This design comes from an exercise in tuning for small area and a short achievable clock period on the open sky130 flow, not from production work.
At most, simulation tests tie the RTL to the original design; equivalence was not proved.
For run 2, only the layout was checked, not whether the RTL still works.
Power and IR drop assume default switching activity.

<file path="flow/config.mk">
export PLATFORM = sky130hd
export DESIGN_NAME = fir_low_pass_filter
export DESIGN_NICKNAME = fir_low_pass_filter
export VERILOG_FILES = /design/flow/design.v
export SDC_FILE = /design/flow/constraint.sdc
export NUM_CORES = 4
export LEC_CHECK = 0
export CAP_MARGIN = 20
export CORE_MARGIN = 2
export CORE_UTILIZATION = 40
export CTS_BUF_LIST = sky130_fd_sc_hd__clkbuf_8 sky130_fd_sc_hd__clkbuf_16
export CTS_CLUSTER_DIAMETER = 80
export CTS_CLUSTER_SIZE = 32
export SLEW_MARGIN = 20
export SYNTH_HIERARCHICAL = 1
</file>
<file path="flow/constraint.sdc">
create_clock -name core_clock -period 11.0 [get_ports {clk}]
set_input_delay 2.2000 -clock core_clock [delete_from_list [all_inputs] [get_ports {clk}]]
set_output_delay 2.2000 -clock core_clock [all_outputs]
set_load 0.01 [all_outputs]
</file>
<file path="flow/design.v">
`timescale 1ns/1ps
module fir_low_pass_filter(Data_out, Data_in, clk, rst);
  output [15:0] Data_out;
  input [7:0] Data_in;
  input clk, rst;
  reg [7:0] x1;
  reg [7:0] x2;
  reg [7:0] x3;
  reg [7:0] x4;
  reg [7:0] x5;
  reg [7:0] x6;
  reg [7:0] x7;
  reg [7:0] x8;
  reg [7:0] x9;
  reg [7:0] x10;
  reg [7:0] x11;
  reg [7:0] x12;
  reg [7:0] x13;
  reg [7:0] x14;
  reg [7:0] x15;
  reg [7:0] x16;
  reg [7:0] x17;
  reg [7:0] x18;
  reg [7:0] x19;
  reg [7:0] x20;
  reg [7:0] x21;
  reg [7:0] x22;
  reg [7:0] x23;
  reg [7:0] x24;
  reg [7:0] x25;
  reg [7:0] x26;
  reg [14:0] P2a;
  reg [14:0] P2b;
  reg [15:0] Pa;
  reg [15:0] Pb;
  reg [15:0] Q;
  reg [9:0] V;
  reg [8:0] Y;
  reg [6:0] YH;
  reg [6:0] T;
  wire hs1, hc1;
  fir_ha u_ha1 (.a(x23[2]), .b(x25[3]), .s(hs1), .co(hc1));
  wire fs2, fc2;
  fir_fa u_fa2 (.a(x14[0]), .b(x23[3]), .c(x25[4]), .s(fs2), .co(fc2));
  wire fs3, fc3;
  fir_fa u_fa3 (.a(x10[0]), .b(x10[2]), .c(x10[3]), .s(fs3), .co(fc3));
  wire fs4, fc4;
  fir_fa u_fa4 (.a(x11[0]), .b(x11[1]), .c(x11[4]), .s(fs4), .co(fc4));
  wire hs5, hc5;
  fir_ha u_ha5 (.a(x25[5]), .b(x9[0]), .s(hs5), .co(hc5));
  wire fs6, fc6;
  fir_fa u_fa6 (.a(x14[1]), .b(x23[4]), .c(x25[5]), .s(fs6), .co(fc6));
  wire fs7, fc7;
  fir_fa u_fa7 (.a(x10[1]), .b(x10[3]), .c(x10[4]), .s(fs7), .co(fc7));
  wire fs8, fc8;
  fir_fa u_fa8 (.a(x11[1]), .b(x11[2]), .c(x11[5]), .s(fs8), .co(fc8));
  wire fs9, fc9;
  fir_fa u_fa9 (.a(x12[1]), .b(x12[2]), .c(x12[5]), .s(fs9), .co(fc9));
  wire fs10, fc10;
  fir_fa u_fa10 (.a(x22[5]), .b(x24[4]), .c(x26[5]), .s(fs10), .co(fc10));
  wire fs11, fc11;
  fir_fa u_fa11 (.a(x14[2]), .b(x23[5]), .c(x25[6]), .s(fs11), .co(fc11));
  wire fs12, fc12;
  fir_fa u_fa12 (.a(x10[2]), .b(x10[4]), .c(x10[5]), .s(fs12), .co(fc12));
  wire fs13, fc13;
  fir_fa u_fa13 (.a(x11[2]), .b(x11[3]), .c(x11[6]), .s(fs13), .co(fc13));
  wire fs14, fc14;
  fir_fa u_fa14 (.a(x12[2]), .b(x12[3]), .c(x12[6]), .s(fs14), .co(fc14));
  wire fs15, fc15;
  fir_fa u_fa15 (.a(x22[6]), .b(x24[5]), .c(x26[6]), .s(fs15), .co(fc15));
  wire hs16, hc16;
  fir_ha u_ha16 (.a(x25[7]), .b(x9[2]), .s(hs16), .co(hc16));
  wire fs17, fc17;
  fir_fa u_fa17 (.a(x14[3]), .b(x23[6]), .c(x25[7]), .s(fs17), .co(fc17));
  wire fs18, fc18;
  fir_fa u_fa18 (.a(x10[3]), .b(x10[5]), .c(x10[6]), .s(fs18), .co(fc18));
  wire fs19, fc19;
  fir_fa u_fa19 (.a(x11[3]), .b(x11[4]), .c(x11[7]), .s(fs19), .co(fc19));
  wire fs20, fc20;
  fir_fa u_fa20 (.a(x12[3]), .b(x12[4]), .c(x12[7]), .s(fs20), .co(fc20));
  wire fs21, fc21;
  fir_fa u_fa21 (.a(x22[7]), .b(x24[6]), .c(x26[7]), .s(fs21), .co(fc21));
  wire fs22, fc22;
  fir_fa u_fa22 (.a(x14[4]), .b(x23[7]), .c(x9[4]), .s(fs22), .co(fc22));
  wire fs23, fc23;
  fir_fa u_fa23 (.a(x10[4]), .b(x10[6]), .c(x10[7]), .s(fs23), .co(fc23));
  wire fs24, fc24;
  fir_fa u_fa24 (.a(x23[0]), .b(x25[1]), .c(x25[2]), .s(fs24), .co(fc24));
  wire fs25, fc25;
  fir_fa u_fa25 (.a(x23[1]), .b(x25[2]), .c(x25[3]), .s(fs25), .co(fc25));
  wire fs26, fc26;
  fir_fa u_fa26 (.a(x10[0]), .b(x10[1]), .c(x11[2]), .s(fs26), .co(fc26));
  wire fs27, fc27;
  fir_fa u_fa27 (.a(x10[1]), .b(x10[2]), .c(x11[0]), .s(fs27), .co(fc27));
  wire fs28, fc28;
  fir_fa u_fa28 (.a(x11[3]), .b(x12[0]), .c(x12[3]), .s(fs28), .co(fc28));
  wire fs29, fc29;
  fir_fa u_fa29 (.a(x22[3]), .b(x24[2]), .c(x26[3]), .s(fs29), .co(fc29));
  wire fs30, fc30;
  fir_fa u_fa30 (.a(x12[0]), .b(x12[1]), .c(x12[4]), .s(fs30), .co(fc30));
  wire fs31, fc31;
  fir_fa u_fa31 (.a(x22[4]), .b(x24[3]), .c(x26[4]), .s(fs31), .co(fc31));
  wire fs32, fc32;
  fir_fa u_fa32 (.a(hc1), .b(hs5), .c(fs2), .s(fs32), .co(fc32));
  wire hs33, hc33;
  fir_ha u_ha33 (.a(~x7[3]), .b(~x7[5]), .s(hs33), .co(hc33));
  wire fs34, fc34;
  fir_fa u_fa34 (.a(x25[6]), .b(x9[1]), .c(hc5), .s(fs34), .co(fc34));
  wire fs35, fc35;
  fir_fa u_fa35 (.a(x7[4]), .b(x7[6]), .c(fc3), .s(fs35), .co(fc35));
  wire fs36, fc36;
  fir_fa u_fa36 (.a(fc4), .b(fs10), .c(fs7), .s(fs36), .co(fc36));
  wire fs37, fc37;
  fir_fa u_fa37 (.a(fc2), .b(fs6), .c(~fs8), .s(fs37), .co(fc37));
  wire fs38, fc38;
  fir_fa u_fa38 (.a(x7[5]), .b(x7[7]), .c(fc10), .s(fs38), .co(fc38));
  wire fs39, fc39;
  fir_fa u_fa39 (.a(fc7), .b(fc8), .c(fc9), .s(fs39), .co(fc39));
  wire fs40, fc40;
  fir_fa u_fa40 (.a(hs16), .b(fc6), .c(fs11), .s(fs40), .co(fc40));
  wire fs41, fc41;
  fir_fa u_fa41 (.a(fs12), .b(fs13), .c(fs14), .s(fs41), .co(fc41));
  wire fs42, fc42;
  fir_fa u_fa42 (.a(x9[3]), .b(hc16), .c(fc11), .s(fs42), .co(fc42));
  wire fs43, fc43;
  fir_fa u_fa43 (.a(x7[6]), .b(fc12), .c(fc13), .s(fs43), .co(fc43));
  wire fs44, fc44;
  fir_fa u_fa44 (.a(fc14), .b(fc15), .c(fs18), .s(fs44), .co(fc44));
  wire fs45, fc45;
  fir_fa u_fa45 (.a(fs19), .b(fs20), .c(fs21), .s(fs45), .co(fc45));
  wire fs46, fc46;
  fir_fa u_fa46 (.a(x11[4]), .b(x11[5]), .c(x12[4]), .s(fs46), .co(fc46));
  wire fs47, fc47;
  fir_fa u_fa47 (.a(x12[5]), .b(x24[7]), .c(x7[7]), .s(fs47), .co(fc47));
  wire fs48, fc48;
  fir_fa u_fa48 (.a(fc18), .b(fc19), .c(fc20), .s(fs48), .co(fc48));
  wire fs49, fc49;
  fir_fa u_fa49 (.a(fc17), .b(~fc21), .c(fs22), .s(fs49), .co(fc49));
  wire fs50, fc50;
  fir_fa u_fa50 (.a(x10[5]), .b(x10[7]), .c(x11[5]), .s(fs50), .co(fc50));
  wire fs51, fc51;
  fir_fa u_fa51 (.a(x11[6]), .b(x12[5]), .c(x12[6]), .s(fs51), .co(fc51));
  wire hs52, hc52;
  fir_ha u_ha52 (.a(x14[5]), .b(x9[5]), .s(hs52), .co(hc52));
  wire hs53, hc53;
  fir_ha u_ha53 (.a(x14[6]), .b(x9[6]), .s(hs53), .co(hc53));
  wire hs54, hc54;
  fir_ha u_ha54 (.a(x25[0]), .b(x25[1]), .s(hs54), .co(hc54));
  wire fs55, fc55;
  fir_fa u_fa55 (.a(x10[0]), .b(x11[1]), .c(x12[1]), .s(fs55), .co(fc55));
  wire fs56, fc56;
  fir_fa u_fa56 (.a(x22[1]), .b(x24[0]), .c(x26[1]), .s(fs56), .co(fc56));
  wire fs57, fc57;
  fir_fa u_fa57 (.a(x12[2]), .b(x22[2]), .c(x24[1]), .s(fs57), .co(fc57));
  wire fs58, fc58;
  fir_fa u_fa58 (.a(x26[2]), .b(x7[1]), .c(x7[3]), .s(fs58), .co(fc58));
  wire hs59, hc59;
  fir_ha u_ha59 (.a(fc24), .b(fs25), .s(hs59), .co(hc59));
  wire fs60, fc60;
  fir_fa u_fa60 (.a(x25[4]), .b(hs1), .c(fc25), .s(fs60), .co(fc60));
  wire fs61, fc61;
  fir_fa u_fa61 (.a(x7[2]), .b(x7[4]), .c(fc26), .s(fs61), .co(fc61));
  wire fs62, fc62;
  fir_fa u_fa62 (.a(fs27), .b(fs28), .c(fs29), .s(fs62), .co(fc62));
  wire fs63, fc63;
  fir_fa u_fa63 (.a(fc27), .b(fc28), .c(fc29), .s(fs63), .co(fc63));
  wire fs64, fc64;
  fir_fa u_fa64 (.a(fs3), .b(fs30), .c(fs31), .s(fs64), .co(fc64));
  wire fs65, fc65;
  fir_fa u_fa65 (.a(hs33), .b(~fs4), .c(fs32), .s(fs65), .co(fc65));
  wire fs66, fc66;
  fir_fa u_fa66 (.a(fc30), .b(fc31), .c(fs9), .s(fs66), .co(fc66));
  wire fs67, fc67;
  fir_fa u_fa67 (.a(hc33), .b(fs34), .c(fc32), .s(fs67), .co(fc67));
  wire fs68, fc68;
  fir_fa u_fa68 (.a(fs35), .b(fs36), .c(~fs37), .s(fs68), .co(fc68));
  wire fs69, fc69;
  fir_fa u_fa69 (.a(fs15), .b(fc35), .c(fc36), .s(fs69), .co(fc69));
  wire fs70, fc70;
  fir_fa u_fa70 (.a(fc34), .b(fc37), .c(fs40), .s(fs70), .co(fc70));
  wire fs71, fc71;
  fir_fa u_fa71 (.a(fs38), .b(fs39), .c(fs41), .s(fs71), .co(fc71));
  wire fs72, fc72;
  fir_fa u_fa72 (.a(fs17), .b(fc40), .c(fs42), .s(fs72), .co(fc72));
  wire fs73, fc73;
  fir_fa u_fa73 (.a(fc38), .b(fc39), .c(fc41), .s(fs73), .co(fc73));
  wire fs74, fc74;
  fir_fa u_fa74 (.a(fs43), .b(fs44), .c(fs45), .s(fs74), .co(fc74));
  wire fs75, fc75;
  fir_fa u_fa75 (.a(fs23), .b(fs46), .c(fs47), .s(fs75), .co(fc75));
  wire fs76, fc76;
  fir_fa u_fa76 (.a(fc43), .b(fc44), .c(fc45), .s(fs76), .co(fc76));
  wire fs77, fc77;
  fir_fa u_fa77 (.a(fc42), .b(~fs48), .c(fs49), .s(fs77), .co(fc77));
  wire fs78, fc78;
  fir_fa u_fa78 (.a(fc23), .b(fc46), .c(fc47), .s(fs78), .co(fc78));
  wire fs79, fc79;
  fir_fa u_fa79 (.a(fs50), .b(fs51), .c(fc48), .s(fs79), .co(fc79));
  wire fs80, fc80;
  fir_fa u_fa80 (.a(hs52), .b(fc22), .c(fc49), .s(fs80), .co(fc80));
  wire fs81, fc81;
  fir_fa u_fa81 (.a(x10[6]), .b(x11[6]), .c(x11[7]), .s(fs81), .co(fc81));
  wire fs82, fc82;
  fir_fa u_fa82 (.a(x12[6]), .b(x12[7]), .c(fc50), .s(fs82), .co(fc82));
  wire fs83, fc83;
  fir_fa u_fa83 (.a(hc52), .b(hs53), .c(~fc51), .s(fs83), .co(fc83));
  wire fs84, fc84;
  fir_fa u_fa84 (.a(x10[7]), .b(x11[7]), .c(x12[7]), .s(fs84), .co(fc84));
  wire hs85, hc85;
  fir_ha u_ha85 (.a(x14[7]), .b(x9[7]), .s(hs85), .co(hc85));
  wire fs86, fc86;
  fir_fa u_fa86 (.a(x11[0]), .b(x12[0]), .c(x22[0]), .s(fs86), .co(fc86));
  wire fs87, fc87;
  fir_fa u_fa87 (.a(x7[0]), .b(x7[2]), .c(fs55), .s(fs87), .co(fc87));
  wire hs88, hc88;
  fir_ha u_ha88 (.a(hc54), .b(fs24), .s(hs88), .co(hc88));
  wire fs89, fc89;
  fir_fa u_fa89 (.a(fc55), .b(fc56), .c(fs26), .s(fs89), .co(fc89));
  wire fs90, fc90;
  fir_fa u_fa90 (.a(fs57), .b(fs58), .c(~hs59), .s(fs90), .co(fc90));
  wire fs91, fc91;
  fir_fa u_fa91 (.a(fc57), .b(fc58), .c(fs61), .s(fs91), .co(fc91));
  wire fs92, fc92;
  fir_fa u_fa92 (.a(hc59), .b(fs60), .c(~fs62), .s(fs92), .co(fc92));
  wire fs93, fc93;
  fir_fa u_fa93 (.a(fc61), .b(fc62), .c(fs63), .s(fs93), .co(fc93));
  wire fs94, fc94;
  fir_fa u_fa94 (.a(fc60), .b(~fs64), .c(fs65), .s(fs94), .co(fc94));
  wire fs95, fc95;
  fir_fa u_fa95 (.a(fc63), .b(fc64), .c(fs66), .s(fs95), .co(fc95));
  wire fs96, fc96;
  fir_fa u_fa96 (.a(fc65), .b(fs67), .c(~fs68), .s(fs96), .co(fc96));
  wire fs97, fc97;
  fir_fa u_fa97 (.a(fc66), .b(fc68), .c(fs69), .s(fs97), .co(fc97));
  wire fs98, fc98;
  fir_fa u_fa98 (.a(fc67), .b(fs70), .c(~fs71), .s(fs98), .co(fc98));
  wire fs99, fc99;
  fir_fa u_fa99 (.a(fc69), .b(fc71), .c(fs73), .s(fs99), .co(fc99));
  wire fs100, fc100;
  fir_fa u_fa100 (.a(fc70), .b(fs72), .c(~fs74), .s(fs100), .co(fc100));
  wire fs101, fc101;
  fir_fa u_fa101 (.a(fs75), .b(fc73), .c(fc74), .s(fs101), .co(fc101));
  wire fs102, fc102;
  fir_fa u_fa102 (.a(fc72), .b(~fs76), .c(fs77), .s(fs102), .co(fc102));
  wire fs103, fc103;
  fir_fa u_fa103 (.a(fc75), .b(fs78), .c(fc76), .s(fs103), .co(fc103));
  wire fs104, fc104;
  fir_fa u_fa104 (.a(~fs79), .b(fc77), .c(fs80), .s(fs104), .co(fc104));
  wire fs105, fc105;
  fir_fa u_fa105 (.a(fs81), .b(fc78), .c(fs82), .s(fs105), .co(fc105));
  wire fs106, fc106;
  fir_fa u_fa106 (.a(fs83), .b(~fc79), .c(fc80), .s(fs106), .co(fc106));
  wire fs107, fc107;
  fir_fa u_fa107 (.a(hc53), .b(hs85), .c(fc83), .s(fs107), .co(fc107));
  wire fs108, fc108;
  fir_fa u_fa108 (.a(fc81), .b(fs84), .c(fc82), .s(fs108), .co(fc108));
  wire hs109, hc109;
  fir_ha u_ha109 (.a(~x26[0]), .b(~x7[1]), .s(hs109), .co(hc109));
  wire fs110, fc110;
  fir_fa u_fa110 (.a(fc86), .b(fs56), .c(fs87), .s(fs110), .co(fc110));
  wire fs111, fc111;
  fir_fa u_fa111 (.a(fc87), .b(fs89), .c(fs90), .s(fs111), .co(fc111));
  wire fs112, fc112;
  fir_fa u_fa112 (.a(fc89), .b(fc90), .c(fs91), .s(fs112), .co(fc112));
  wire fs113, fc113;
  fir_fa u_fa113 (.a(fc91), .b(~fc92), .c(fs93), .s(fs113), .co(fc113));
  wire fs114, fc114;
  fir_fa u_fa114 (.a(fc93), .b(fs95), .c(~fc94), .s(fs114), .co(fc114));
  wire fs115, fc115;
  fir_fa u_fa115 (.a(fc95), .b(~fc96), .c(fs97), .s(fs115), .co(fc115));
  wire fs116, fc116;
  fir_fa u_fa116 (.a(fc97), .b(~fc98), .c(fs99), .s(fs116), .co(fc116));
  wire fs117, fc117;
  fir_fa u_fa117 (.a(fc99), .b(~fc100), .c(fs101), .s(fs117), .co(fc117));
  wire fs118, fc118;
  fir_fa u_fa118 (.a(fs103), .b(fc101), .c(~fc102), .s(fs118), .co(fc118));
  wire fs119, fc119;
  fir_fa u_fa119 (.a(fs105), .b(fc103), .c(~fs106), .s(fs119), .co(fc119));
  wire fs120, fc120;
  fir_fa u_fa120 (.a(fc105), .b(~fs107), .c(fs108), .s(fs120), .co(fc120));
  wire fs121, fc121;
  fir_fa u_fa121 (.a(hc85), .b(~fc84), .c(fc107), .s(fs121), .co(fc121));
  wire hs122, hc122;
  fir_ha u_ha122 (.a(hs109), .b(hs54), .s(hs122), .co(hc122));
  wire fs123, fc123;
  fir_fa u_fa123 (.a(hc109), .b(hs88), .c(~fs110), .s(fs123), .co(fc123));
  wire fs124, fc124;
  fir_fa u_fa124 (.a(~hc88), .b(fc110), .c(fs111), .s(fs124), .co(fc124));
  wire fs125, fc125;
  fir_fa u_fa125 (.a(~fs92), .b(fc111), .c(fs112), .s(fs125), .co(fc125));
  wire fs126, fc126;
  fir_fa u_fa126 (.a(fc112), .b(fs113), .c(~fs94), .s(fs126), .co(fc126));
  wire fs127, fc127;
  fir_fa u_fa127 (.a(fc113), .b(~fs96), .c(fs114), .s(fs127), .co(fc127));
  wire fs128, fc128;
  fir_fa u_fa128 (.a(~fs98), .b(fc114), .c(fs115), .s(fs128), .co(fc128));
  wire fs129, fc129;
  fir_fa u_fa129 (.a(~fs100), .b(fc115), .c(fs116), .s(fs129), .co(fc129));
  wire fs130, fc130;
  fir_fa u_fa130 (.a(~fs102), .b(fc116), .c(fs117), .s(fs130), .co(fc130));
  wire fs131, fc131;
  fir_fa u_fa131 (.a(~fs104), .b(fc117), .c(fs118), .s(fs131), .co(fc131));
  wire fs132, fc132;
  fir_fa u_fa132 (.a(~fc104), .b(fc118), .c(fs119), .s(fs132), .co(fc132));
  wire fs133, fc133;
  fir_fa u_fa133 (.a(~fc106), .b(fs120), .c(fc119), .s(fs133), .co(fc133));
  wire fs134, fc134;
  fir_fa u_fa134 (.a(fc108), .b(fc120), .c(~fs121), .s(fs134), .co(fc134));
  wire fs135, fc135;
  fir_fa u_fa135 (.a(P2a[4]), .b(P2b[4]), .c(x14[1]), .s(fs135), .co(fc135));
  wire fs136, fc136;
  fir_fa u_fa136 (.a(P2a[5]), .b(P2b[5]), .c(x14[0]), .s(fs136), .co(fc136));
  wire fs137, fc137;
  fir_fa u_fa137 (.a(x14[2]), .b(x14[3]), .c(x16[1]), .s(fs137), .co(fc137));
  wire fs138, fc138;
  fir_fa u_fa138 (.a(P2a[6]), .b(P2b[6]), .c(x14[1]), .s(fs138), .co(fc138));
  wire fs139, fc139;
  fir_fa u_fa139 (.a(x14[3]), .b(x14[4]), .c(x16[2]), .s(fs139), .co(fc139));
  wire hs140, hc140;
  fir_ha u_ha140 (.a(x16[5]), .b(x17[4]), .s(hs140), .co(hc140));
  wire fs141, fc141;
  fir_fa u_fa141 (.a(P2a[7]), .b(P2b[7]), .c(x14[2]), .s(fs141), .co(fc141));
  wire fs142, fc142;
  fir_fa u_fa142 (.a(x14[4]), .b(x14[5]), .c(x16[3]), .s(fs142), .co(fc142));
  wire fs143, fc143;
  fir_fa u_fa143 (.a(x16[6]), .b(x17[5]), .c(x17[7]), .s(fs143), .co(fc143));
  wire fs144, fc144;
  fir_fa u_fa144 (.a(P2a[8]), .b(P2b[8]), .c(x14[3]), .s(fs144), .co(fc144));
  wire fs145, fc145;
  fir_fa u_fa145 (.a(x14[5]), .b(x14[6]), .c(x16[4]), .s(fs145), .co(fc145));
  wire hs146, hc146;
  fir_ha u_ha146 (.a(x16[7]), .b(x17[6]), .s(hs146), .co(hc146));
  wire fs147, fc147;
  fir_fa u_fa147 (.a(P2a[9]), .b(P2b[9]), .c(x14[4]), .s(fs147), .co(fc147));
  wire fs148, fc148;
  fir_fa u_fa148 (.a(x14[0]), .b(x16[1]), .c(x17[0]), .s(fs148), .co(fc148));
  wire fs149, fc149;
  fir_fa u_fa149 (.a(P2b[3]), .b(x14[0]), .c(x14[1]), .s(fs149), .co(fc149));
  wire fs150, fc150;
  fir_fa u_fa150 (.a(x16[2]), .b(x17[1]), .c(x17[3]), .s(fs150), .co(fc150));
  wire fs151, fc151;
  fir_fa u_fa151 (.a(x14[2]), .b(x16[0]), .c(x16[3]), .s(fs151), .co(fc151));
  wire fs152, fc152;
  fir_fa u_fa152 (.a(x17[2]), .b(x17[4]), .c(x2[3]), .s(fs152), .co(fc152));
  wire hs153, hc153;
  fir_ha u_ha153 (.a(x9[0]), .b(x9[3]), .s(hs153), .co(hc153));
  wire fs154, fc154;
  fir_fa u_fa154 (.a(x16[4]), .b(x17[3]), .c(x17[5]), .s(fs154), .co(fc154));
  wire fs155, fc155;
  fir_fa u_fa155 (.a(x2[4]), .b(x9[1]), .c(x9[4]), .s(fs155), .co(fc155));
  wire fs156, fc156;
  fir_fa u_fa156 (.a(fc135), .b(fs136), .c(fs137), .s(fs156), .co(fc156));
  wire fs157, fc157;
  fir_fa u_fa157 (.a(x17[6]), .b(x2[5]), .c(x9[2]), .s(fs157), .co(fc157));
  wire fs158, fc158;
  fir_fa u_fa158 (.a(x9[5]), .b(hs140), .c(fc136), .s(fs158), .co(fc158));
  wire fs159, fc159;
  fir_fa u_fa159 (.a(fc137), .b(fs138), .c(fs139), .s(fs159), .co(fc159));
  wire fs160, fc160;
  fir_fa u_fa160 (.a(x2[6]), .b(x9[3]), .c(x9[6]), .s(fs160), .co(fc160));
  wire fs161, fc161;
  fir_fa u_fa161 (.a(hc140), .b(fc138), .c(fc139), .s(fs161), .co(fc161));
  wire fs162, fc162;
  fir_fa u_fa162 (.a(fs141), .b(fs142), .c(fs143), .s(fs162), .co(fc162));
  wire fs163, fc163;
  fir_fa u_fa163 (.a(x2[7]), .b(x9[4]), .c(x9[7]), .s(fs163), .co(fc163));
  wire fs164, fc164;
  fir_fa u_fa164 (.a(hs146), .b(fc141), .c(fc142), .s(fs164), .co(fc164));
  wire fs165, fc165;
  fir_fa u_fa165 (.a(fc143), .b(fs144), .c(fs145), .s(fs165), .co(fc165));
  wire fs166, fc166;
  fir_fa u_fa166 (.a(x14[6]), .b(x14[7]), .c(x16[5]), .s(fs166), .co(fc166));
  wire fs167, fc167;
  fir_fa u_fa167 (.a(x17[7]), .b(x9[5]), .c(hc146), .s(fs167), .co(fc167));
  wire fs168, fc168;
  fir_fa u_fa168 (.a(fc144), .b(fc145), .c(fs147), .s(fs168), .co(fc168));
  wire fs169, fc169;
  fir_fa u_fa169 (.a(P2a[10]), .b(P2b[10]), .c(x14[5]), .s(fs169), .co(fc169));
  wire fs170, fc170;
  fir_fa u_fa170 (.a(x14[7]), .b(x16[6]), .c(x9[6]), .s(fs170), .co(fc170));
  wire hs171, hc171;
  fir_ha u_ha171 (.a(P2a[11]), .b(P2b[11]), .s(hs171), .co(hc171));
  wire fs172, fc172;
  fir_fa u_fa172 (.a(P2a[1]), .b(x16[0]), .c(x17[1]), .s(fs172), .co(fc172));
  wire fs173, fc173;
  fir_fa u_fa173 (.a(x17[2]), .b(x2[1]), .c(x9[1]), .s(fs173), .co(fc173));
  wire hs174, hc174;
  fir_ha u_ha174 (.a(~P2a[2]), .b(~P2b[2]), .s(hs174), .co(hc174));
  wire fs175, fc175;
  fir_fa u_fa175 (.a(x2[2]), .b(x9[2]), .c(fc148), .s(fs175), .co(fc175));
  wire fs176, fc176;
  fir_fa u_fa176 (.a(~P2a[3]), .b(fs149), .c(fs150), .s(fs176), .co(fc176));
  wire fs177, fc177;
  fir_fa u_fa177 (.a(hs153), .b(fc149), .c(fc150), .s(fs177), .co(fc177));
  wire fs178, fc178;
  fir_fa u_fa178 (.a(fs135), .b(fs151), .c(fs152), .s(fs178), .co(fc178));
  wire fs179, fc179;
  fir_fa u_fa179 (.a(hc153), .b(fc151), .c(fc152), .s(fs179), .co(fc179));
  wire fs180, fc180;
  fir_fa u_fa180 (.a(fs154), .b(fs155), .c(fs156), .s(fs180), .co(fc180));
  wire fs181, fc181;
  fir_fa u_fa181 (.a(fc154), .b(fc155), .c(fs157), .s(fs181), .co(fc181));
  wire fs182, fc182;
  fir_fa u_fa182 (.a(fc156), .b(fs158), .c(fs159), .s(fs182), .co(fc182));
  wire fs183, fc183;
  fir_fa u_fa183 (.a(fc157), .b(fs160), .c(fc158), .s(fs183), .co(fc183));
  wire fs184, fc184;
  fir_fa u_fa184 (.a(fc159), .b(fs161), .c(fs162), .s(fs184), .co(fc184));
  wire fs185, fc185;
  fir_fa u_fa185 (.a(fc160), .b(fs163), .c(fc161), .s(fs185), .co(fc185));
  wire fs186, fc186;
  fir_fa u_fa186 (.a(fc162), .b(fs164), .c(fs165), .s(fs186), .co(fc186));
  wire fs187, fc187;
  fir_fa u_fa187 (.a(fc163), .b(fs166), .c(fs167), .s(fs187), .co(fc187));
  wire fs188, fc188;
  fir_fa u_fa188 (.a(fc164), .b(fc165), .c(fs168), .s(fs188), .co(fc188));
  wire fs189, fc189;
  fir_fa u_fa189 (.a(fc147), .b(fc166), .c(fs169), .s(fs189), .co(fc189));
  wire fs190, fc190;
  fir_fa u_fa190 (.a(fs170), .b(fc167), .c(fc168), .s(fs190), .co(fc190));
  wire fs191, fc191;
  fir_fa u_fa191 (.a(x14[6]), .b(x16[7]), .c(x9[7]), .s(fs191), .co(fc191));
  wire fs192, fc192;
  fir_fa u_fa192 (.a(hs171), .b(fc169), .c(fc170), .s(fs192), .co(fc192));
  wire fs193, fc193;
  fir_fa u_fa193 (.a(P2a[12]), .b(P2b[12]), .c(x14[7]), .s(fs193), .co(fc193));
  wire hs194, hc194;
  fir_ha u_ha194 (.a(x2[0]), .b(x9[0]), .s(hs194), .co(hc194));
  wire fs195, fc195;
  fir_fa u_fa195 (.a(hs174), .b(fc172), .c(fs148), .s(fs195), .co(fc195));
  wire fs196, fc196;
  fir_fa u_fa196 (.a(hc174), .b(fc173), .c(fs175), .s(fs196), .co(fc196));
  wire fs197, fc197;
  fir_fa u_fa197 (.a(fc175), .b(fc176), .c(fs177), .s(fs197), .co(fc197));
  wire fs198, fc198;
  fir_fa u_fa198 (.a(fc177), .b(fc178), .c(fs179), .s(fs198), .co(fc198));
  wire fs199, fc199;
  fir_fa u_fa199 (.a(fc179), .b(fs181), .c(fc180), .s(fs199), .co(fc199));
  wire fs200, fc200;
  fir_fa u_fa200 (.a(fc181), .b(fs183), .c(fc182), .s(fs200), .co(fc200));
  wire fs201, fc201;
  fir_fa u_fa201 (.a(fc183), .b(fs185), .c(fc184), .s(fs201), .co(fc201));
  wire fs202, fc202;
  fir_fa u_fa202 (.a(fs187), .b(fc185), .c(fc186), .s(fs202), .co(fc202));
  wire fs203, fc203;
  fir_fa u_fa203 (.a(fs189), .b(fc187), .c(fc188), .s(fs203), .co(fc203));
  wire fs204, fc204;
  fir_fa u_fa204 (.a(fs191), .b(fc189), .c(fs192), .s(fs204), .co(fc204));
  wire fs205, fc205;
  fir_fa u_fa205 (.a(hc171), .b(fc191), .c(fs193), .s(fs205), .co(fc205));
  wire hs206, hc206;
  fir_ha u_ha206 (.a(P2a[13]), .b(P2b[13]), .s(hs206), .co(hc206));
  wire hs207, hc207;
  fir_ha u_ha207 (.a(P2b[0]), .b(x17[0]), .s(hs207), .co(hc207));
  wire fs208, fc208;
  fir_fa u_fa208 (.a(~P2b[1]), .b(hs194), .c(fs172), .s(fs208), .co(fc208));
  wire fs209, fc209;
  fir_fa u_fa209 (.a(hc194), .b(fs173), .c(fs195), .s(fs209), .co(fc209));
  wire fs210, fc210;
  fir_fa u_fa210 (.a(fc195), .b(fs176), .c(fs196), .s(fs210), .co(fc210));
  wire fs211, fc211;
  fir_fa u_fa211 (.a(fs178), .b(fc196), .c(fs197), .s(fs211), .co(fc211));
  wire fs212, fc212;
  fir_fa u_fa212 (.a(fc197), .b(fs198), .c(fs180), .s(fs212), .co(fc212));
  wire fs213, fc213;
  fir_fa u_fa213 (.a(fc198), .b(fs182), .c(fs199), .s(fs213), .co(fc213));
  wire fs214, fc214;
  fir_fa u_fa214 (.a(fs184), .b(fc199), .c(fs200), .s(fs214), .co(fc214));
  wire fs215, fc215;
  fir_fa u_fa215 (.a(fs186), .b(fc200), .c(fs201), .s(fs215), .co(fc215));
  wire fs216, fc216;
  fir_fa u_fa216 (.a(fs188), .b(fc201), .c(fs202), .s(fs216), .co(fc216));
  wire fs217, fc217;
  fir_fa u_fa217 (.a(fs190), .b(fc202), .c(fs203), .s(fs217), .co(fc217));
  wire fs218, fc218;
  fir_fa u_fa218 (.a(fc190), .b(fs204), .c(fc203), .s(fs218), .co(fc218));
  wire fs219, fc219;
  fir_fa u_fa219 (.a(fc192), .b(fs205), .c(fc204), .s(fs219), .co(fc219));
  wire fs220, fc220;
  fir_fa u_fa220 (.a(hs206), .b(fc193), .c(fc205), .s(fs220), .co(fc220));
  wire fs221, fc221;
  fir_fa u_fa221 (.a(~P2a[14]), .b(P2b[14]), .c(hc206), .s(fs221), .co(fc221));
  wire hs222, hc222;
  fir_ha u_ha222 (.a(1'b0), .b(1'b0), .s(hs222), .co(hc222));
  wire hs223, hc223;
  fir_ha u_ha223 (.a(~Pa[2]), .b(~Pb[2]), .s(hs223), .co(hc223));
  wire fs224, fc224;
  fir_fa u_fa224 (.a(Pa[3]), .b(Pb[3]), .c(x1[1]), .s(fs224), .co(fc224));
  wire fs225, fc225;
  fir_fa u_fa225 (.a(Pa[4]), .b(Pb[4]), .c(x1[2]), .s(fs225), .co(fc225));
  wire fs226, fc226;
  fir_fa u_fa226 (.a(Pa[5]), .b(Pb[5]), .c(x1[3]), .s(fs226), .co(fc226));
  wire fs227, fc227;
  fir_fa u_fa227 (.a(Pa[6]), .b(Pb[6]), .c(x1[4]), .s(fs227), .co(fc227));
  wire fs228, fc228;
  fir_fa u_fa228 (.a(Pa[7]), .b(Pb[7]), .c(x1[5]), .s(fs228), .co(fc228));
  wire fs229, fc229;
  fir_fa u_fa229 (.a(Pa[8]), .b(Pb[8]), .c(x1[6]), .s(fs229), .co(fc229));
  wire fs230, fc230;
  fir_fa u_fa230 (.a(Pa[9]), .b(Pb[9]), .c(x1[7]), .s(fs230), .co(fc230));
  wire hs231, hc231;
  fir_ha u_ha231 (.a(x2[0]), .b(hs223), .s(hs231), .co(hc231));
  wire fs232, fc232;
  fir_fa u_fa232 (.a(x2[1]), .b(hc223), .c(~fs224), .s(fs232), .co(fc232));
  wire fs233, fc233;
  fir_fa u_fa233 (.a(~x2[2]), .b(fc224), .c(fs225), .s(fs233), .co(fc233));
  wire fs234, fc234;
  fir_fa u_fa234 (.a(~x2[3]), .b(fc225), .c(fs226), .s(fs234), .co(fc234));
  wire fs235, fc235;
  fir_fa u_fa235 (.a(~x2[4]), .b(fc226), .c(fs227), .s(fs235), .co(fc235));
  wire fs236, fc236;
  fir_fa u_fa236 (.a(~x2[5]), .b(fc227), .c(fs228), .s(fs236), .co(fc236));
  wire fs237, fc237;
  fir_fa u_fa237 (.a(~x2[6]), .b(fc228), .c(fs229), .s(fs237), .co(fc237));
  wire fs238, fc238;
  fir_fa u_fa238 (.a(~x2[7]), .b(fc229), .c(fs230), .s(fs238), .co(fc238));
  wire fs239, fc239;
  fir_fa u_fa239 (.a(Pa[10]), .b(Pb[10]), .c(fc230), .s(fs239), .co(fc239));
  wire hs240, hc240;
  fir_ha u_ha240 (.a(~Pa[11]), .b(~Pb[11]), .s(hs240), .co(hc240));
  wire hs241, hc241;
  fir_ha u_ha241 (.a(~Pa[12]), .b(~Pb[12]), .s(hs241), .co(hc241));
  wire hs242, hc242;
  fir_ha u_ha242 (.a(~Pa[13]), .b(~Pb[13]), .s(hs242), .co(hc242));
  wire hs243, hc243;
  fir_ha u_ha243 (.a(~Pa[14]), .b(~Pb[14]), .s(hs243), .co(hc243));
  wire hs244, hc244;
  fir_ha u_ha244 (.a(~Pa[15]), .b(~Pb[15]), .s(hs244), .co(hc244));
  wire [15:0] Q_sum;
  fir_add16 u_Q_add (.a({hc243, hc242, hc241, hc240, hs240, ~fc238, ~fc237, ~fc236, ~fc235, ~fc234, ~fc233, fc232, hc231, ~x1[0], ~Pa[1], Pa[0]}), .b({hs244, hs243, hs242, hs241, ~fc239, ~fs239, ~fs238, ~fs237, ~fs236, ~fs235, ~fs234, ~fs233, fs232, hs231, ~Pb[1], ~Pb[0]}), .s(Q_sum));
  wire [9:0] V_n;
  fir_mul3 u_v (.d(Data_in), .v(V_n));
  wire [15:0] R;
  fir_add16 u_r_add (.a(Q), .b({6'd0, V}), .s(R));
  wire [9:0] L_n;
  fir_addlo u_lo_add (.r(R[8:0]), .d(Data_in), .y(L_n));
  wire [6:0] K;
  fir_ones7 u_ones (.a(R[15:9]), .k(K));
  wire rst_n;
  fir_inv u_rst_n (.a(rst), .y(rst_n));
  reg rq, rqn;
  always @(posedge clk) begin
    rq <= rst;
    rqn <= ~rst;
  end
  always @(posedge clk) begin
    if (rst) begin
      V[0] <= 1'h0;
      V[1] <= 1'h0;
      V[2] <= 1'h0;
      V[3] <= 1'h0;
      V[4] <= 1'h0;
      V[5] <= 1'h0;
      V[6] <= 1'h0;
      V[7] <= 1'h0;
      V[8] <= 1'h0;
      V[9] <= 1'h0;
      Y[0] <= 1'h0;
      Y[1] <= 1'h0;
      Y[2] <= 1'h0;
      Y[3] <= 1'h0;
      Y[4] <= 1'h0;
      Y[5] <= 1'h0;
      Y[6] <= 1'h0;
      Y[7] <= 1'h0;
      Y[8] <= 1'h0;
      YH[0] <= 1'h0;
      YH[1] <= 1'h0;
      YH[2] <= 1'h0;
      YH[3] <= 1'h0;
      YH[4] <= 1'h0;
      YH[5] <= 1'h0;
      YH[6] <= 1'h0;
      T[0] <= 1'h0;
      T[1] <= 1'h0;
      T[2] <= 1'h0;
      T[3] <= 1'h0;
      T[4] <= 1'h0;
      T[5] <= 1'h0;
      T[6] <= 1'h0;
    end else begin
      V[0] <= V_n[0];
      V[1] <= V_n[1];
      V[2] <= V_n[2];
      V[3] <= V_n[3];
      V[4] <= V_n[4];
      V[5] <= V_n[5];
      V[6] <= V_n[6];
      V[7] <= V_n[7];
      V[8] <= V_n[8];
      V[9] <= V_n[9];
      Y[0] <= L_n[0];
      Y[1] <= L_n[1];
      Y[2] <= L_n[2];
      Y[3] <= L_n[3];
      Y[4] <= L_n[4];
      Y[5] <= L_n[5];
      Y[6] <= L_n[6];
      Y[7] <= L_n[7];
      Y[8] <= L_n[8];
      YH[0] <= R[9];
      YH[1] <= R[10];
      YH[2] <= R[11];
      YH[3] <= R[12];
      YH[4] <= R[13];
      YH[5] <= R[14];
      YH[6] <= R[15];
      T[0] <= (L_n[9] & K[0]);
      T[1] <= (L_n[9] & K[1]);
      T[2] <= (L_n[9] & K[2]);
      T[3] <= (L_n[9] & K[3]);
      T[4] <= (L_n[9] & K[4]);
      T[5] <= (L_n[9] & K[5]);
      T[6] <= (L_n[9] & K[6]);
    end
  end
  always @(posedge clk) begin
    if (!rst_n) begin
      x1 <= 8'hff;
    end else begin
      x1 <= ~Data_in;
    end
  end
  always @(posedge clk) begin
    if (rst | rq) begin
      Q[0] <= 1'h0;
      Q[1] <= 1'h0;
      Q[2] <= 1'h0;
      Q[3] <= 1'h0;
      Q[4] <= 1'h0;
      Q[5] <= 1'h0;
      Q[6] <= 1'h0;
      Q[7] <= 1'h0;
      Q[8] <= 1'h0;
      Q[9] <= 1'h0;
      Q[10] <= 1'h0;
      Q[11] <= 1'h0;
      Q[12] <= 1'h0;
      Q[13] <= 1'h0;
      Q[14] <= 1'h0;
      Q[15] <= 1'h0;
    end else begin
      Q[0] <= Q_sum[0];
      Q[1] <= Q_sum[1];
      Q[2] <= Q_sum[2];
      Q[3] <= Q_sum[3];
      Q[4] <= Q_sum[4];
      Q[5] <= Q_sum[5];
      Q[6] <= Q_sum[6];
      Q[7] <= Q_sum[7];
      Q[8] <= Q_sum[8];
      Q[9] <= Q_sum[9];
      Q[10] <= Q_sum[10];
      Q[11] <= Q_sum[11];
      Q[12] <= Q_sum[12];
      Q[13] <= Q_sum[13];
      Q[14] <= Q_sum[14];
      Q[15] <= Q_sum[15];
    end
  end
  always @(posedge clk) begin
    if (rq) begin
      x2 <= 8'h0;
      x4 <= 8'h0;
      x6 <= 8'h0;
      x9 <= 8'h0;
      x14 <= 8'h0;
      x16 <= 8'h0;
      x17 <= 8'h0;
      x19 <= 8'h0;
      x21 <= 8'h0;
      x23 <= 8'h0;
      x25 <= 8'h0;
      P2a[1] <= 1'h0;
      P2a[4] <= 1'h0;
      P2a[5] <= 1'h0;
      P2a[6] <= 1'h0;
      P2a[7] <= 1'h0;
      P2a[8] <= 1'h0;
      P2a[9] <= 1'h0;
      P2a[10] <= 1'h0;
      P2a[11] <= 1'h0;
      P2a[12] <= 1'h0;
      P2a[13] <= 1'h0;
      P2b[0] <= 1'h0;
      P2b[3] <= 1'h0;
      P2b[4] <= 1'h0;
      P2b[5] <= 1'h0;
      P2b[6] <= 1'h0;
      P2b[7] <= 1'h0;
      P2b[8] <= 1'h0;
      P2b[9] <= 1'h0;
      P2b[10] <= 1'h0;
      P2b[11] <= 1'h0;
      P2b[12] <= 1'h0;
      P2b[13] <= 1'h0;
      P2b[14] <= 1'h0;
      Pa[0] <= 1'h0;
    end else begin
      x2 <= ~x1;
      x4 <= ~x3;
      x6 <= ~x5;
      x9 <= ~x8;
      x14 <= ~x13;
      x16 <= ~x15;
      x17 <= x16;
      x19 <= ~x18;
      x21 <= ~x20;
      x23 <= ~x22;
      x25 <= ~x24;
      P2a[1] <= ~fs86;
      P2a[4] <= ~fc124;
      P2a[5] <= ~fc125;
      P2a[6] <= ~fc126;
      P2a[7] <= ~fc127;
      P2a[8] <= ~fc128;
      P2a[9] <= ~fc129;
      P2a[10] <= ~fc130;
      P2a[11] <= ~fc131;
      P2a[12] <= ~fc132;
      P2a[13] <= ~fs134;
      P2b[0] <= ~x7[0];
      P2b[3] <= ~fs124;
      P2b[4] <= ~fs125;
      P2b[5] <= ~fs126;
      P2b[6] <= ~fs127;
      P2b[7] <= ~fs128;
      P2b[8] <= ~fs129;
      P2b[9] <= ~fs130;
      P2b[10] <= ~fs131;
      P2b[11] <= ~fs132;
      P2b[12] <= ~fs133;
      P2b[13] <= ~fc133;
      P2b[14] <= ~fc134;
      Pa[0] <= ~P2a[0];
    end
  end
  always @(posedge clk) begin
    if (!rqn) begin
      x3 <= 8'hff;
      x5 <= 8'hff;
      x7 <= 8'hff;
      x8 <= 8'hff;
      x10 <= 8'hff;
      x11 <= 8'hff;
      x12 <= 8'hff;
      x13 <= 8'hff;
      x15 <= 8'hff;
      x18 <= 8'hff;
      x20 <= 8'hff;
      x22 <= 8'hff;
      x24 <= 8'hff;
      x26 <= 8'hff;
      P2a[0] <= 1'h1;
      P2a[2] <= 1'h1;
      P2a[3] <= 1'h1;
      P2a[14] <= 1'h1;
      P2b[1] <= 1'h1;
      P2b[2] <= 1'h1;
      Pa[1] <= 1'h1;
      Pa[2] <= 1'h1;
      Pa[3] <= 1'h1;
      Pa[4] <= 1'h1;
      Pa[5] <= 1'h1;
      Pa[6] <= 1'h1;
      Pa[7] <= 1'h1;
      Pa[8] <= 1'h1;
      Pa[9] <= 1'h1;
      Pa[10] <= 1'h1;
      Pa[11] <= 1'h1;
      Pa[12] <= 1'h1;
      Pa[13] <= 1'h1;
      Pa[14] <= 1'h1;
      Pa[15] <= 1'h1;
      Pb[0] <= 1'h1;
      Pb[1] <= 1'h1;
      Pb[2] <= 1'h1;
      Pb[3] <= 1'h1;
      Pb[4] <= 1'h1;
      Pb[5] <= 1'h1;
      Pb[6] <= 1'h1;
      Pb[7] <= 1'h1;
      Pb[8] <= 1'h1;
      Pb[9] <= 1'h1;
      Pb[10] <= 1'h1;
      Pb[11] <= 1'h1;
      Pb[12] <= 1'h1;
      Pb[13] <= 1'h1;
      Pb[14] <= 1'h1;
      Pb[15] <= 1'h1;
    end else begin
      x3 <= ~x2;
      x5 <= ~x4;
      x7 <= ~x6;
      x8 <= x7;
      x10 <= ~x9;
      x11 <= x10;
      x12 <= x11;
      x13 <= x12;
      x15 <= ~x14;
      x18 <= ~x17;
      x20 <= ~x19;
      x22 <= ~x21;
      x24 <= ~x23;
      x26 <= ~x25;
      P2a[0] <= ~x25[0];
      P2a[2] <= ~hc122;
      P2a[3] <= ~fc123;
      P2a[14] <= ~fc121;
      P2b[1] <= ~hs122;
      P2b[2] <= ~fs123;
      Pa[1] <= ~hc207;
      Pa[2] <= ~fc208;
      Pa[3] <= ~fc209;
      Pa[4] <= ~fc210;
      Pa[5] <= ~fc211;
      Pa[6] <= ~fc212;
      Pa[7] <= ~fc213;
      Pa[8] <= ~fc214;
      Pa[9] <= ~fc215;
      Pa[10] <= ~fc216;
      Pa[11] <= ~fc217;
      Pa[12] <= ~fs219;
      Pa[13] <= ~fs220;
      Pa[14] <= ~fs221;
      Pa[15] <= ~hs222;
      Pb[0] <= ~hs207;
      Pb[1] <= ~fs208;
      Pb[2] <= ~fs209;
      Pb[3] <= ~fs210;
      Pb[4] <= ~fs211;
      Pb[5] <= ~fs212;
      Pb[6] <= ~fs213;
      Pb[7] <= ~fs214;
      Pb[8] <= ~fs215;
      Pb[9] <= ~fs216;
      Pb[10] <= ~fs217;
      Pb[11] <= ~fs218;
      Pb[12] <= ~fc218;
      Pb[13] <= ~fc219;
      Pb[14] <= ~fc220;
      Pb[15] <= ~fc221;
    end
  end
  assign Data_out = {YH ^ T, Y};
endmodule
module fir_fa(a, b, c, s, co);
  input a, b, c;
  output s, co;
  assign s = a ^ b ^ c;
  assign co = (a & b) | (a & c) | (b & c);
endmodule
module fir_ha(a, b, s, co);
  input a, b;
  output s, co;
  assign s = a ^ b;
  assign co = a & b;
endmodule
module fir_add16(a, b, s);
  input [15:0] a, b;
  output [15:0] s;
  assign s = a + b;
endmodule
module fir_inv(a, y);
  input a;
  output y;
  assign y = ~a;
endmodule
module fir_mul3(d, v);
  input [7:0] d;
  output [9:0] v;
  assign v = {2'd0, d} + {1'd0, d, 1'b0};
endmodule
module fir_addlo(r, d, y);
  input [8:0] r;
  input [7:0] d;
  output [9:0] y;
  assign y = {1'b0, r} + {1'b0, d, 1'b0};
endmodule
module fir_ones7(a, k);
  input [6:0] a;
  output [6:0] k;
  assign k = {&a[5:0], &a[4:0], &a[3:0], &a[2:0], &a[1:0], a[0], 1'b1};
endmodule
module fir_inc7(a, y);
  input [6:0] a;
  output [6:0] y;
  assign y = a + 7'd1;
endmodule
</file>
<file path="flow/flow/run.sh">
#!/bin/bash
set -euo pipefail
export BUFFER_PORTS_ARGS="-buffer_cell sky130_fd_sc_hd__buf_4"
bash standard.sh finish > layout.log 2>&1
</file>
<file path="flow/standard.sh">
#!/bin/bash
# synth_recipe.tcl (not shown) runs the flow's synth.tcl, then flattens the netlist and writes it again
# the make line also repeats each setting of config.mk as NAME=value (left out here)
make -C /OpenROAD-flow-scripts/flow DESIGN_CONFIG=/design/flow/config.mk WORK_HOME=/design/flow/orfs CLKGATE_MAP_FILE= SYNTH_SCRIPT=/design/flow/synth_recipe.tcl "${@:-finish}"
</file>
==> metrics.md, run 1 <==
| Metric | Value |
|---|---|
| Global routing usage summed across all routing layers | `0.149` |
| Post-synthesis async set-or-reset flop share | `0` |
| Register-to-Register Path Depth | `9` |
| Area enclosed by the die boundary | `40100 µm²` |
| Length of the first detailed-routing pass in iterations | `4` |
| Total clock buffers created by CTS | `19` |
| RSZ-0062 raised after global routing | `no` |
| Drt wl/cell | `15.6 µm` |
| DRC violation count after routing | `0` |
| Maximum Capacitance Violations | `0` |
| Buffers on Ports | `25` |
| Worst Max-Slew Pin Slew | `0.991 ns` |
| Power per unit of standard cell area | `132 nW/µm²` |
| Post-synth top flop | `sky130_fd_sc_hd__dfxtp_1` |
| Total wire length after detailed routing | `28600 µm` |
| Path type of the worst setup path | `reg2reg` |
| Count of nets after finishing | `1615` |
| Number of failing setup endpoints in the final timing report | `0` |
| Sum of negative setup slack | `0 ns` |
| Required arrival time at the worst endpoint | `11.41 ns` |
| Portion of the clock cycle consumed by the worst path in the final layout | `0.332` |
| Ratio of cells with drive above 1 in the final layout | `0.0620` |
| Number of antenna violations at the first check in global routing | `0` |
| Total of warnings raised by yosys | `7` |
| Sequential fraction of the synthesis area | `0.416` |
| Core area | `37800 µm²` |
| Post-Synthesis Cells | `1295` |
| Post-synth top area cell | `sky130_fd_sc_hd__dfxtp_1` |
| Pin count of the biggest net entering global routing | `93` |
| CTS HTree Levels | `1` |
| Average cell area after synthesis | `11.9 µm²` |
| Buffer levels on the longest clock path | `3` |
| Power consumption | `0.00219 W` |
| Clock Root Buffer | `sky130_fd_sc_hd__clkbuf_16` |
| Synth Register Bits | `320` |
| Largest fanout on the critical path | `4` |
| Maximum vdd drop | `0.129 mV` |
| Leading post-synthesis cells by cell area | `sky130_fd_sc_hd__dfxtp_1 (42%), sky130_fd_sc_hd__fa_1 (29%), sky130_fd_sc_hd__ha_1 (6.1%), sky130_fd_sc_hd__nand2_1 (3.6%), sky130_fd_sc_hd__nor2_1 (2.8%)` |
| Number of buffers added to fix hold violations after cts | `0` |
| Grt total ovfl | `0` |
| Layout overhead on the synthesized area | `7.97%` |
| Cells resized by post-CTS repair | `0` |
| Global-route wire length before repair | `47700 µm` |
| Result of the run | `finished clean` |
| Count of cell types in the netlist | `48` |
| Min Tclk post-route | `3.65 ns` |
| Die Y-Extent | `200 µm` |
| Number of hold-slack violations in the final timing report | `0` |
| Per-cell via count in the routed design | `4.63` |
| Iteration-0 DRC Markers | `420` |
| Number of diodes | `0` |
| Leakage component of the power | `7.01 nW` |
| Weighted congestion reported at the end of routability-driven placement | `0.818` |
| Clock tree from TritonCTS | `done` |
| Initial cell density of the core | `0.408` |
| Startpoint class of the critical path | `flip-flop` |
| Hold Crit Class | `reg2reg` |
| Number of global-route vias before repair | `8960` |
| Via Count | `8487` |
| Number of top-level pins | `26` |
| X dimension of the die | `200 µm` |
| Count of final max-slew check failures | `0` |
| Fmax achieved | `274 MHz` |
| HPWL after detailed placement | `21900 µm` |
| Clk sink count | `320` |
| Cell Rows | `71` |
| Clock latency of the later-clocked register in the worst-skew pair | `0.55 ns` |
| Instance count along the most critical hold path | `1` |
| Clock slew at the register clock pins of the worst setup and hold paths | `0.10 ns` |
| Final clock skew | `0.0318 ns` |
| Type of destination of the critical path | `flip-flop` |
| Post-DRT Antenna Nets | `0` |
| EDFF count, synth | `0` |
| Postcts setup bufs | `0` |
| Post-synth design cell area | `15400 µm²` |
| Normalized max-slew margin | `0.340` |
| Top-area cell type share of the netlist area | `0.416` |
| Arrival time at the worst endpoint | `4.06 ns` |
-- Yosys stat by module, one instance, submodules excluded, a selection --
module | cell area, µm² | cells inside | flops+latches | times used
fir_add16 | 724 | 98 | 0 | 2
fir_mul3 | 325 | 35 | 0 | 1
fir_fa | 20.0 | 1 | 0 | 216
fir_addlo | 332 | 43 | 0 | 1
fir_inv | 3.75 | 1 | 0 | 1
fir_ha | 12.5 | 1 | 0 | 28
fir_ones7 | 62.6 | 11 | 0 | 1
-- flip-flops by register name, summed over array words and instances (netlist names), 9 cells and up --
register / cells
P2a: 14
P2b: 15
Pa: 16
Pb: 16
Q: 16
V: 10
Y: 9
-- worst paths after layout --
check,startpoint,endpoint,slack [ns]
setup / recovery,x10[4],P2b[8],7.35
hold / removal,x6[6],x7[6],0.37
setup reg to reg,x10[4],P2b[8],7.35
hold reg to reg,x6[6],x7[6],0.37
-- stage by stage --
stage / utilization / area, µm² / hold slack, ns / worst slack [ns] / std cells
after floorplan: - / 15400 / 0.343 / 7.33 / 1302
after global placement: 0.423 / 16000 / 0.346 / 6.98 / 1800
after detailed placement: 0.423 / 16000 / 0.348 / 6.92 / 1800
after CTS: 0.440 / 16600 / 0.367 / 7.33 / 1834
after global routing: 0.440 / 16600 / 0.382 / 7.19 / 1834
final: 0.440 / 16600 / 0.369 / 7.35 / 1834
-- worst max-delay path, stage by stage (launching register included) --
cell                      delay (ns)
sky130_fd_sc_hd__dfxtp_1        0.54
sky130_fd_sc_hd__fa_1           0.50
sky130_fd_sc_hd__fa_1           0.50
sky130_fd_sc_hd__fa_1           0.50
sky130_fd_sc_hd__inv_1          0.05
sky130_fd_sc_hd__fa_1           0.36
sky130_fd_sc_hd__inv_1          0.09
sky130_fd_sc_hd__fa_1           0.44
sky130_fd_sc_hd__fa_1           0.49
sky130_fd_sc_hd__nor2_1         0.04
-- cells in the final DEF, fill, tap and decap left out, types with 12 or more instances in the layout --
master	count
sky130_fd_sc_hd__nor2_1	113
sky130_fd_sc_hd__fa_1	220
sky130_fd_sc_hd__nand3_1	12
sky130_fd_sc_hd__inv_1	93
sky130_fd_sc_hd__a21oi_1	42
sky130_fd_sc_hd__ha_1	75
sky130_fd_sc_hd__xnor2_1	26
sky130_fd_sc_hd__dfxtp_1	318
sky130_fd_sc_hd__o21ai_0	18
sky130_fd_sc_hd__nand2_1	146
sky130_fd_sc_hd__buf_4	27
sky130_fd_sc_hd__clkbuf_16	19
sky130_fd_sc_hd__nand2b_1	32
sky130_fd_sc_hd__nor2b_1	40
sky130_fd_sc_hd__nor3b_1	14
sky130_fd_sc_hd__xor2_1	20
-- kinds of logic after synthesis --
group	share of synthesized area
AOI/OAI and AO/OA	0.0451
xor gates and xnor gates	0.0262
muxes	0.00195
and+or+nand+nor	0.120
DFF	0.416
adders and majority gates	0.347
other	0.000488
buffers and inverters	0.0436
-- cell type report --
cell class                      instances  area (µm²)
Fill cell                            3497       21100
Clock buffer                           19         475
Inverter                               94         353
Clock inverter                         15         194
Sequential cell                       320        6410
Timing Repair Buffer                   27         203
Tap cell                              511         639
Multi-Input combinational cell        848        8350
-- cells in the mapped netlist, drive strengths merged, types with 2 or more instances --
library cell,number
o21ai,18
a211oi,4
or2,2
mux2i,3
nor2b,40
a311oi,4
nor4,2
conb,2
o41ai,2
ha,75
nor3,8
nor3b,20
and3b,7
and3,4
a221o,2
a311o,2
and2,2
clkbuf,2
fa,220
a31oi,2
nand2,146
nand3,12
a211o,2
buf,38
xnor2,26
a21o,11
xor2,20
o21bai,6
inv,94
dfxtp,320
o211ai,6
nor2,113
a21oi,42
o22ai,2
nand2b,32
-- power by group --
| group | total [W] | switching (W) | leakage [nW] | internal, W |
|---|---|---|---|---|
| Sequential | 0.00120 | 0.0000168 | 2.60 | 0.00118 |
| Clock | 0.000801 | 0.000447 | 0.330 | 0.000354 |
| Combinational | 0.000191 | 0.000107 | 4.09 | 0.0000836 |
| Total | 0.00219 | 0.000571 | 7.01 | 0.00162 |
-- per-layer routing --
layer / track usage / vias up / wire length, µm
met1: 0.214 / 4257 / 13600
li1: - / 4104 / -
met3: 0.0218 / 34 / 933
met5: 0 / - / 0
met4: 0.0365 / 0 / 605
met2: 0.239 / 92 / 13400
==> run 2: changes to the inputs <==
--- a/flow/design.v
+++ b/flow/design.v
@@ -103,7 +103,7 @@
   wire fs32, fc32;
   fir_fa u_fa32 (.a(hc1), .b(hs5), .c(fs2), .s(fs32), .co(fc32));
   wire hs33, hc33;
-  fir_ha u_ha33 (.a(~x7[3]), .b(~x7[5]), .s(hs33), .co(hc33));
+  fir_han u_ha33 (.a(x7[3]), .b(x7[5]), .s(hs33), .co(hc33));
   wire fs34, fc34;
   fir_fa u_fa34 (.a(x25[6]), .b(x9[1]), .c(hc5), .s(fs34), .co(fc34));
   wire fs35, fc35;
@@ -255,7 +255,7 @@
   wire fs108, fc108;
   fir_fa u_fa108 (.a(fc81), .b(fs84), .c(fc82), .s(fs108), .co(fc108));
   wire hs109, hc109;
-  fir_ha u_ha109 (.a(~x26[0]), .b(~x7[1]), .s(hs109), .co(hc109));
+  fir_han u_ha109 (.a(x26[0]), .b(x7[1]), .s(hs109), .co(hc109));
   wire fs110, fc110;
   fir_fa u_fa110 (.a(fc86), .b(fs56), .c(fs87), .s(fs110), .co(fc110));
   wire fs111, fc111;
@@ -385,7 +385,7 @@
   wire fs173, fc173;
   fir_fa u_fa173 (.a(x17[2]), .b(x2[1]), .c(x9[1]), .s(fs173), .co(fc173));
   wire hs174, hc174;
-  fir_ha u_ha174 (.a(~P2a[2]), .b(~P2b[2]), .s(hs174), .co(hc174));
+  fir_han u_ha174 (.a(P2a[2]), .b(P2b[2]), .s(hs174), .co(hc174));
   wire fs175, fc175;
   fir_fa u_fa175 (.a(x2[2]), .b(x9[2]), .c(fc148), .s(fs175), .co(fc175));
   wire fs176, fc176;
@@ -483,7 +483,7 @@
   wire hs222, hc222;
   fir_ha u_ha222 (.a(1'b0), .b(1'b0), .s(hs222), .co(hc222));
   wire hs223, hc223;
-  fir_ha u_ha223 (.a(~Pa[2]), .b(~Pb[2]), .s(hs223), .co(hc223));
+  fir_han u_ha223 (.a(Pa[2]), .b(Pb[2]), .s(hs223), .co(hc223));
   wire fs224, fc224;
   fir_fa u_fa224 (.a(Pa[3]), .b(Pb[3]), .c(x1[1]), .s(fs224), .co(fc224));
   wire fs225, fc225;
@@ -517,15 +517,15 @@
   wire fs239, fc239;
   fir_fa u_fa239 (.a(Pa[10]), .b(Pb[10]), .c(fc230), .s(fs239), .co(fc239));
   wire hs240, hc240;
-  fir_ha u_ha240 (.a(~Pa[11]), .b(~Pb[11]), .s(hs240), .co(hc240));
+  fir_han u_ha240 (.a(Pa[11]), .b(Pb[11]), .s(hs240), .co(hc240));
   wire hs241, hc241;
-  fir_ha u_ha241 (.a(~Pa[12]), .b(~Pb[12]), .s(hs241), .co(hc241));
+  fir_han u_ha241 (.a(Pa[12]), .b(Pb[12]), .s(hs241), .co(hc241));
   wire hs242, hc242;
-  fir_ha u_ha242 (.a(~Pa[13]), .b(~Pb[13]), .s(hs242), .co(hc242));
+  fir_han u_ha242 (.a(Pa[13]), .b(Pb[13]), .s(hs242), .co(hc242));
   wire hs243, hc243;
-  fir_ha u_ha243 (.a(~Pa[14]), .b(~Pb[14]), .s(hs243), .co(hc243));
+  fir_han u_ha243 (.a(Pa[14]), .b(Pb[14]), .s(hs243), .co(hc243));
   wire hs244, hc244;
-  fir_ha u_ha244 (.a(~Pa[15]), .b(~Pb[15]), .s(hs244), .co(hc244));
+  fir_han u_ha244 (.a(Pa[15]), .b(Pb[15]), .s(hs244), .co(hc244));
   wire [15:0] Q_sum;
   fir_add16 u_Q_add (.a({hc243, hc242, hc241, hc240, hs240, ~fc238, ~fc237, ~fc236, ~fc235, ~fc234, ~fc233, fc232, hc231, ~x1[0], ~Pa[1], Pa[0]}), .b({hs244, hs243, hs242, hs241, ~fc239, ~fs239, ~fs238, ~fs237, ~fs236, ~fs235, ~fs234, ~fs233, fs232, hs231, ~Pb[1], ~Pb[0]}), .s(Q_sum));
   wire [9:0] V_n;
@@ -533,9 +533,9 @@
   wire [15:0] R;
   fir_add16 u_r_add (.a(Q), .b({6'd0, V}), .s(R));
   wire [9:0] L_n;
-  fir_addlo u_lo_add (.r(R[8:0]), .d(Data_in), .y(L_n));
   wire [6:0] K;
   fir_ones7 u_ones (.a(R[15:9]), .k(K));
+  fir_addlo u_lo_add (.r(R[8:0]), .d(Data_in), .y(L_n));
   wire rst_n;
   fir_inv u_rst_n (.a(rst), .y(rst_n));
   reg rq, rqn;
@@ -856,6 +856,12 @@
   assign s = a ^ b;
   assign co = a & b;
 endmodule
+module fir_han(a, b, s, co);
+  input a, b;
+  output s, co;
+  assign s = a ^ b;
+  assign co = ~(a | b);
+endmodule
 module fir_add16(a, b, s);
   input [15:0] a, b;
   output [15:0] s;
@@ -877,6 +883,15 @@
   output [9:0] y;
   assign y = {1'b0, r} + {1'b0, d, 1'b0};
 endmodule
+module fir_addlot(r, d, k, y, t);
+  input [8:0] r;
+  input [7:0] d;
+  input [6:0] k;
+  output [9:0] y;
+  output [6:0] t;
+  assign y = {1'b0, r} + {1'b0, d, 1'b0};
+  assign t = {7{y[9]}} & k;
+endmodule
 module fir_ones7(a, k);
   input [6:0] a;
   output [6:0] k;
==> metrics.md, run 2 <==
| Metric | Value |
|---|---|
| Most frequent cell after synthesis | `sky130_fd_sc_hd__dfxtp_1` |
| Path type of the worst setup path | `reg2reg` |
| Critical path's largest stage delay | `0.56 ns` |
| Weighted congestion reported at the end of routability-driven placement | `0.839` |
| Postcts setup bufs | `0` |
| Pin count of the biggest net entering global routing | `89` |
| CTS HTree Levels | `1` |
| Cell Rows | `71` |
| Power per unit of standard cell area | `130 nW/µm²` |
| Switching power | `0.000554 W` |
| Post-synth top area cell | `sky130_fd_sc_hd__dfxtp_1` |
| Total clock buffers created by CTS | `17` |
| Sum of negative setup slack | `0 ns` |
| Dominant cell type by count on the critical path | `sky130_fd_sc_hd__fa_1` |
| Iteration-0 DRC Markers | `457` |
| Total wire length after detailed routing | `28700 µm` |
| Global routing usage summed across all routing layers | `0.152` |
| Crit path max-delay family | `adder cells` |
| Fraction of power consumed by combinational cells | `0.088` |
| Clk sink count | `320` |
| Number of failing setup endpoints in the final timing report | `0` |
| Clock slew at the register clock pins of the worst setup and hold paths | `0.11 ns` |
| RSZ-0062 raised after global routing | `no` |
| Top-area cell type share of the netlist area | `0.416` |
| HPWL after detailed placement | `22000 µm` |
| Number of global-route vias before repair | `8972` |
| Grt total ovfl | `0` |
| Biggest regs | `Pa x16, Pb x16, Q x16` |
| Per-cell via count in the routed design | `4.66` |
| Portion of the clock cycle consumed by the worst path in the final layout | `0.333` |
| Worst Max-Slew Pin Slew | `0.908 ns` |
| Via Count | `8534` |
| Fmax achieved | `273 MHz` |
| Ratio of cells with drive above 1 in the final layout | `0.0591` |
| Number of diodes | `0` |
| Clock tree from TritonCTS | `done` |
| Layout overhead on the synthesized area | `7.72%` |
| X dimension of the die | `200 µm` |
| Area enclosed by the die boundary | `40100 µm²` |
| Most frequent cells in the layout | `sky130_fd_sc_hd__dfxtp_1 (318), sky130_fd_sc_hd__fa_1 (220), sky130_fd_sc_hd__nand2_1 (146), sky130_fd_sc_hd__nor2_1 (113), sky130_fd_sc_hd__inv_1 (93)` |
| EDFF count, synth | `0` |
| Buffer levels on the longest clock path | `3` |
| Routed length on met2 | `13700 µm` |
| Uppermost routed layer | `met4` |
| Die Y-Extent | `200 µm` |
| Count of final max-slew check failures | `0` |
| End point of the critical path | `P2b[7]` |
| Final worst setup slack | `7.34 ns` |
| Internal | `0.00160 W` |
| Startpoint class of the critical path | `flip-flop` |
| Buffers on Ports | `25` |
| Post-Place Worst Slack | `6.94 ns` |
| Synth Register Bits | `320` |
| End of the worst register-to-register path | `P2b[7]` |
| Flop pwr share | `0.556` |
| Count of cell types in the netlist | `48` |
| Slowest cell on the critical path | `sky130_fd_sc_hd__dfxtp_1` |
| Leading post-synthesis cells by cell area | `sky130_fd_sc_hd__dfxtp_1 (42%), sky130_fd_sc_hd__fa_1 (29%), sky130_fd_sc_hd__ha_1 (6.1%), sky130_fd_sc_hd__nand2_1 (3.6%), sky130_fd_sc_hd__nor2_1 (2.8%)` |
| Result of the run | `finished clean` |
| Worst Setup SP | `x14[1]` |
| Core area | `37800 µm²` |
| Post-Synthesis Cells | `1295` |
| Total of warnings raised by yosys | `7` |
| Leakage component of the power | `6.98 nW` |
| Initial cell density of the core | `0.408` |
| Maximum Capacitance Violations | `0` |
| Most frequent cells after synthesis | `sky130_fd_sc_hd__dfxtp_1 (320), sky130_fd_sc_hd__fa_1 (220), sky130_fd_sc_hd__nand2_1 (146)` |
| Required arrival time at the worst endpoint | `11.39 ns` |
| Post-synth top flop | `sky130_fd_sc_hd__dfxtp_1` |
| Cells resized by post-CTS repair | `0` |
| Number of antenna violations at the first check in global routing | `0` |
run 2: cell counts after synthesis:
Identical to the previous run, type by type.
run 2: worst reg2reg max path, cell delays in order (launching register included):
cell and delay, ns:
sky130_fd_sc_hd__dfxtp_1 0.56, sky130_fd_sc_hd__fa_1 0.48, sky130_fd_sc_hd__fa_1 0.51, sky130_fd_sc_hd__inv_1 0.05
sky130_fd_sc_hd__fa_1 0.47, sky130_fd_sc_hd__inv_1 0.05, sky130_fd_sc_hd__fa_1 0.35, sky130_fd_sc_hd__inv_1 0.08
sky130_fd_sc_hd__fa_1 0.44, sky130_fd_sc_hd__fa_1 0.49, sky130_fd_sc_hd__nor2_1 0.04
run 2: power by group through the flow:
stage	Combinational, W	Clock [W]	Sequential, W
final	0.000190	0.000768	0.00120
after floorplan	0.000146	0	0.00122
after detailed placement	0.000189	0	0.00123
after global placement	0.000186	0	0.00123
after CTS	0.000190	0.000796	0.00120
after global routing	0.000215	0.000840	0.00120
run 2: worst min path at each step:
stage,slack (ns),from,depth (start not counted),end
2_1_floorplan,0.34,x19[0],1,x20[0]
3_3_place_gp,0.35,x4[0],1,x5[0]
3_5_place_dp,0.35,x4[1],1,x5[1]
4_1_cts,0.37,x15[4],1,x16[4]
5_1_grt,0.39,x15[4],1,x16[4]
6_report,0.37,x15[4],1,x16[4]
run 2: final cells by class:
type / instances / area (µm²) / area share
Clock buffer: 17 / 425 / 0.0257
Clock inverter: 13 / 205 / 0.0124
Inverter: 94 / 353 / 0.0213
Multi-Input combinational cell: 848 / 8350 / 0.503
Sequential cell: 320 / 6410 / 0.387
Tap cell: 511 / 639 / 0.0386
Timing Repair Buffer: 27 / 203 / 0.0122
run 2: stage by stage:
stage	hold WS [ns]	util	std cells	instance area, µm²	power [W]
CTS	0.370	0.439	1830	16600	0.00219
finish	0.369	0.439	1830	16600	0.00216
floorplan	0.343	-	1302	15400	0.00137
global route	0.387	0.439	1830	16600	0.00226
detailed placement	0.347	0.423	1800	16000	0.00142
global placement	0.345	0.423	1800	16000	0.00141
run 2: cells by family (layout without fill, tap and decap cells):
| logic type | Yosys count | count (layout) | synth area share |
|---|---|---|---|
| AND/OR/NAND/NOR | 389 | 389 | 0.120 |
| multiplexers | 3 | 3 | 0.00195 |
| other | 2 | 9 | 0.000488 |
| adder cells (fa/ha/maj) | 295 | 295 | 0.347 |
| flip-flops | 320 | 320 | 0.416 |
| buffers and inverters | 134 | 151 | 0.0436 |
| XOR/XNOR | 46 | 46 | 0.0262 |
| AO/OA/AOI/OAI | 106 | 106 | 0.0451 |
run 2: per-module statistics from Yosys (local to each module, per instance):
module	times used	flops+latches	cells inside
fir_inv	1	0	1
fir_ha	19	0	1
fir_ones7	1	0	11
fir_addlo	1	0	43
fir_add16	2	0	98
fir_fa	216	0	1
fir_han	9	0	3
fir_low_pass_filter	1	320	747
fir_mul3	1	0	35
run 2: routing by layer:
metal	GRT usage	vias up
li1	-	4080
met1	0.215	4328
met2	0.246	88
met3	0.0205	38
met4	0.0378	0
met5	0	-
